From an optimization exercise on the open Yosys and OpenROAD flow, aimed at small area; shortcuts taken in it are not production practice. In this exercise RTL edits were held to simulation tests only and were not proved equivalent to the original. Power is estimated from default activity; no workload was simulated.

==> job 5804: inputs <==
==> flow/design.v <==
module dual_port_ram (
	input  logic       clk,
	input  logic       wb,
	input  logic       sa,
	input  logic       hold,
	input  logic [7:0] nda,
	input  logic [7:0] ndb,
	output logic [7:0] q
);
	always_ff @(posedge clk)
		q <= ~(({8{wb}} & ndb) | ({8{sa}} & nda) | ({8{hold}} & ~q));
endmodule
module ram_read_bit (
	input  logic        clk,
	input  logic [31:0] sel,
	input  logic        hold,
	input  logic [31:0] d,
	output logic        q
);
	always_ff @(posedge clk)
		q <= (|(sel & d)) | (hold & q);
endmodule
module ram_top(
	input  logic 	   clk,
	input  logic 	   rsta,
	input  logic 	   ena,
	input  logic       wea,
	input  logic [4:0] addra,
	input  logic [7:0] dina,
	output logic [7:0] douta,
	input  logic 	   rstb,
	input  logic 	   enb,
	input  logic 	   web,
	input  logic [4:0] addrb,
	input  logic [7:0] dinb,
	output logic [7:0] doutb
);
	logic        rst;
	logic [7:0]  nda, ndb;      
	logic [31:0] wb;            
	logic [31:0] xa;            
	logic [31:0] sa;            
	logic [31:0] hold;          
	logic [7:0]  mem [31:0];
	assign rst = rsta | rstb;
	assign nda = ~(dina & {8{~rst}});
	assign ndb = ~(dinb & {8{~rst}});
	always_comb begin
		for (int k = 0; k < 32; k++) begin
			wb[k]   = enb & web & (addrb == k[4:0]);
			xa[k]   = rst | (ena & wea & (addra == k[4:0]));
			sa[k]   = xa[k] & ~wb[k];
			hold[k] = ~xa[k] & ~wb[k];
		end
	end
	genvar k, j;
	generate
	for (k = 0; k < 32; k++) begin : words
		dual_port_ram u_word (
			.clk(clk), .wb(wb[k]), .sa(sa[k]), .hold(hold[k]),
			.nda(nda), .ndb(ndb), .q(mem[k])
		);
	end
	endgenerate
	logic [31:0] ra, rb;
	logic        ha, hb;
	logic [31:0] col [7:0];
	always_comb begin
		ha = ~rsta & ~(ena & ~wea);
		hb = ~rstb & ~(enb & ~web);
		for (int i = 0; i < 32; i++) begin
			ra[i] = ~rsta & ena & ~wea & (addra == i[4:0]);
			rb[i] = ~rstb & enb & ~web & (addrb == i[4:0]);
		end
		for (int b = 0; b < 8; b++)
			for (int i = 0; i < 32; i++)
				col[b][i] = mem[i][b];
	end
	generate
	for (j = 0; j < 8; j++) begin : bits
		ram_read_bit u_ra (.clk(clk), .sel(ra), .hold(ha), .d(col[j]), .q(douta[j]));
		ram_read_bit u_rb (.clk(clk), .sel(rb), .hold(hb), .d(col[j]), .q(doutb[j]));
	end
	endgenerate
endmodule
==> flow/run.sh <==
#!/bin/bash
# synth_recipe.tcl (not shown) runs the flow's synth.tcl, then flattens the netlist and writes it again
# the make line also repeats each setting of config.mk as NAME=value (left out here)
make -C /OpenROAD-flow-scripts/flow DESIGN_CONFIG=/design/flow/config.mk WORK_HOME=/design/flow/orfs CLKGATE_MAP_FILE= SYNTH_SCRIPT=/design/flow/synth_recipe.tcl finish
==> flow/config.mk <==
export PLATFORM = sky130hd
export DESIGN_NAME = ram_top
export DESIGN_NICKNAME = ram_top
export VERILOG_FILES = /design/flow/design.v
export SDC_FILE = /design/flow/constraint.sdc
export NUM_CORES = 4
export LEC_CHECK = 0
export CAP_MARGIN = 20
export CORE_MARGIN = 2
export CORE_UTILIZATION = 40
export SLEW_MARGIN = 20
export SYNTH_HIERARCHICAL = 1
==> flow/constraint.sdc <==
create_clock -name core_clock -period 5.0 [get_ports {clk}]
set_input_delay 1.0000 -clock core_clock [delete_from_list [all_inputs] [get_ports {clk}]]
set_output_delay 1.0000 -clock core_clock [all_outputs]
set_load 0.01 [all_outputs]
==> job 4289: changes against job 5804 <==
==> flow/design.v, changed modules only <==
module dual_port_ram (
	input  logic       clk,
	input  logic       wb,
	input  logic       sa,
	input  logic       hold,
	input  logic [7:0] nda,
	input  logic [7:0] ndb,
	output logic [7:0] q
);
	genvar j;
	generate
	for (j = 0; j < 8; j++) begin : bits
		ram_bit u_bit (
			.clk(clk), .wb(wb), .sa(sa), .hold(hold),
			.nda(nda[j]), .ndb(ndb[j]), .q(q[j])
		);
	end
	endgenerate
endmodule
module ram_bit (
	input  logic clk,
	input  logic wb,
	input  logic sa,
	input  logic hold,
	input  logic nda,
	input  logic ndb,
	output logic q
);
	always_ff @(posedge clk)
		q <= ~((wb & ndb) | (sa & nda) | (hold & ~q));
endmodule
module ram_word_ctl (
	input  logic nwbh,
	input  logic nwbl,
	input  logic nxah,
	input  logic nxal,
	output logic wb,
	output logic xa,
	output logic hold
);
	assign wb   = ~(nwbh | nwbl);
	assign xa   = ~(nxah | nxal);
	ram_nor2 u_hold (.a(wb), .b(xa), .y(hold));
endmodule
module ram_nor2 (
	input  logic a,
	input  logic b,
	output logic y
);
	assign y = ~(a | b);
endmodule
module ram_aoi3 (
	input  logic [2:0] s,
	input  logic [2:0] d,
	output logic       y
);
	assign y = ~|(s & d);
endmodule
module ram_read_bit (
	input  logic        clk,
	input  logic [31:0] sel,
	input  logic        hold,
	input  logic [31:0] d,
	output logic        q
);
	logic [32:0] s, dd;
	logic [10:0] y;
	assign s  = {hold, sel};
	assign dd = {q, d};
	genvar g;
	generate
	for (g = 0; g < 11; g++) begin : aoi
		ram_aoi3 u_aoi (.s(s[3*g+2:3*g]), .d(dd[3*g+2:3*g]), .y(y[g]));
	end
	endgenerate
	always_ff @(posedge clk)
		q <= ~&y;
endmodule
module ram_top(
	input  logic 	   clk,
	input  logic 	   rsta,
	input  logic 	   ena,
	input  logic       wea,
	input  logic [4:0] addra,
	input  logic [7:0] dina,
	output logic [7:0] douta,
	input  logic 	   rstb,
	input  logic 	   enb,
	input  logic 	   web,
	input  logic [4:0] addrb,
	input  logic [7:0] dinb,
	output logic [7:0] doutb
);
	logic        rst;
	logic [7:0]  nda, ndb;      
	logic        coll;          
	logic [3:0]  nwbh, nxah, rah, rbh;
	logic [7:0]  nwbl, nxal, ral, rbl;
	logic [31:0] wb, xa, hold;  
	logic [31:0] ra, rb;        
	logic        ha, hb;        
	logic [7:0]  mem [31:0];
	logic [31:0] col [7:0];
	assign rst = rsta | rstb;
	assign coll = ena & wea & enb & web & (addra == addrb);
	assign nda = ~(dina & {8{~rst}});
	assign ndb = ~(dinb & {8{~rst}});
	assign ha  = ~rsta & ~(ena & ~wea);
	assign hb  = ~rstb & ~(enb & ~web);
	always_comb begin
		for (int i = 0; i < 4; i++) begin
			nwbh[i] = ~(enb & web & (addrb[4:3] == i[1:0]));
			nxah[i] = ~(rst | (ena & wea & ~coll & (addra[4:3] == i[1:0])));
			rah[i]  = ~rsta & ena & ~wea & (addra[4:3] == i[1:0]);
			rbh[i]  = ~rstb & enb & ~web & (addrb[4:3] == i[1:0]);
		end
		for (int j = 0; j < 8; j++) begin
			nwbl[j] = ~(addrb[2:0] == j[2:0]);
			nxal[j] = ~(rst | (addra[2:0] == j[2:0]));
			ral[j]  = (addra[2:0] == j[2:0]);
			rbl[j]  = (addrb[2:0] == j[2:0]);
		end
		for (int k = 0; k < 32; k++) begin
			ra[k] = rah[k / 8] & ral[k % 8];
			rb[k] = rbh[k / 8] & rbl[k % 8];
		end
		for (int b = 0; b < 8; b++)
			for (int k = 0; k < 32; k++)
				col[b][k] = mem[k][b];
	end
	genvar k, j;
	generate
	for (k = 0; k < 32; k++) begin : words
		ram_word_ctl u_ctl (
			.nwbh(nwbh[k / 8]), .nwbl(nwbl[k % 8]), .nxah(nxah[k / 8]), .nxal(nxal[k % 8]),
			.wb(wb[k]), .xa(xa[k]), .hold(hold[k])
		);
		dual_port_ram u_word (
			.clk(clk), .wb(wb[k]), .sa(xa[k]), .hold(hold[k]),
			.nda(nda), .ndb(ndb), .q(mem[k])
		);
	end
	for (j = 0; j < 8; j++) begin : bits
		ram_read_bit u_ra (.clk(clk), .sel(ra), .hold(ha), .d(col[j]), .q(douta[j]));
		ram_read_bit u_rb (.clk(clk), .sel(rb), .hold(hb), .d(col[j]), .q(doutb[j]));
	end
	endgenerate
endmodule
==> flow/flow/run.sh (new file) <==
#!/bin/bash
set -euo pipefail
export BUFFER_PORTS_ARGS="-buffer_cell sky130_fd_sc_hd__buf_1"
export CTS_ARGS="-sink_clustering_enable -repair_clock_nets -dont_use_dummy_load -buf_list sky130_fd_sc_hd__clkbuf_8 -sink_clustering_size 13 -sink_clustering_max_diameter 80"
bash standard.sh > standard.log 2>&1
==> flow/standard.sh (new file) <==
#!/bin/bash
# synth_recipe.tcl (not shown) runs the flow's synth.tcl, then flattens the netlist and writes it again
# the make line also repeats each setting of config.mk as NAME=value (left out here)
make -C /OpenROAD-flow-scripts/flow DESIGN_CONFIG=/design/flow/config.mk WORK_HOME=/design/flow/orfs CLKGATE_MAP_FILE= SYNTH_SCRIPT=/design/flow/synth_recipe.tcl "${@:-finish}"
--- a/flow/config.mk
+++ b/flow/config.mk
@@ -9,4 +9,5 @@
 export CORE_MARGIN = 2
 export CORE_UTILIZATION = 40
+export GPL_TIMING_DRIVEN = 1
 export SLEW_MARGIN = 20
 export SYNTH_HIERARCHICAL = 1
removed: flow/run.sh
==> run summary <==
- Combinational power: job 5804 is lower than job 4289 (about 15%).
- In job 4289 the first-iteration DRC count is higher than in job 5804, by 18%.
- In flip-flop and latch count, job 4289 and job 5804 do not differ.
- Against job 5804, the power of job 4289 is smaller by 18%.
- Against job 5804, the design area of job 4289 is lower by 14%.
- Job 4289 completed without violations. Job 5804 produced a clean layout.
- Core utilization: job 4289 is lower than job 5804 (2.2 points).
- In job 5804 the synthesized area is larger than in job 4289, by 12%.
- In job 5804 the synthesized cell count is higher than in job 4289, by about 18%.
- Setup slack: job 4289 is higher than job 5804 (0.51 ns).
- Between job 5804 and job 4289, the lower via count is in job 4289 (gap about 6.4%, measured against job 4289).
==> figures <==
| quantity | job 5804 | job 4289 |
|---|---|---|
| Status | complete, no violations | complete, no violations |
| Internal | 0.00407 W | 0.00313 W |
| Skew-Pair Late Insertion Delay | 0.53 ns | 0.61 ns |
| Area of the core | 33700 µm² | 30400 µm² |
| Global-route wire length before repair | 89500 µm | 82200 µm |
| Max Clk Rate | 279 MHz | 325 MHz |
| Critical path peak fanout | 16 | 9 |
| Met3 track utilization from global routing | 8.45% | 6.96% |
| Count of cells along the worst register-to-register path | 4 | 3 |
| Area of the die | 35900 µm² | 32100 µm² |
| Clock input transition at the sequential cells of the worst setup and hold paths | 0.06 ns | 0.12 ns |
| Combined area of the multi-input logic cells | 6570 µm² | 5790 µm² |
| Simple-gate share of the synthesized area | 12.4% | 11.2% |
| Post-synthesis cell area | 13800 µm² | 12300 µm² |
| Number of core rows | 67 | 64 |
| Period minus WS final | 3.59 ns | 3.08 ns |
| DP Worst Slack | 1.04 ns | 1.40 ns |
| Origin of the worst min-delay path | words[19].u_word.q[4] | words[30].u_word.bits[3].u_bit.q |
| Total of clock buffers placed in the layout | 50 | 24 |
| Worst setup startpoint | rsta | addrb[0] |
| Met1 WL | 24500 µm | 22300 µm |
| Share of power burned in registers | 45.9% | 59.3% |

==> port drivers added, routing unchanged <==
Ports are ideal in the flow. The routed layouts listed here were re-timed in OpenROAD. Step 1 (the two cells are an assumption about what drives the block):
set clk [get_ports {clk}]
set_driving_cell -lib_cell sky130_fd_sc_hd__clkbuf_16 $clk
set_driving_cell -lib_cell sky130_fd_sc_hd__buf_2 [delete_from_list [all_inputs] $clk]
Step 2 also shifts input and output timing later by t, the mid clock arrival at the registers, as if the neighbouring blocks saw the same clock. Three values: ideal, step 1, step 2; two values: the first two.
| run | shift t [ns] | setup WS [ns] | pins driven straight from the clock port |
|---|---|---|---|
| job 5804 | 0.573 | 1.410 / 1.432 / 0.860 | 1 |
| job 4289 | 0.641 | 1.920 / 1.931 / 1.289 | 1 |
After both steps every run listed still meets setup and hold. For job 4289, which loses most, drivers alone change the setup slack by +0.011 ns; drivers and shift together by -0.631 ns.
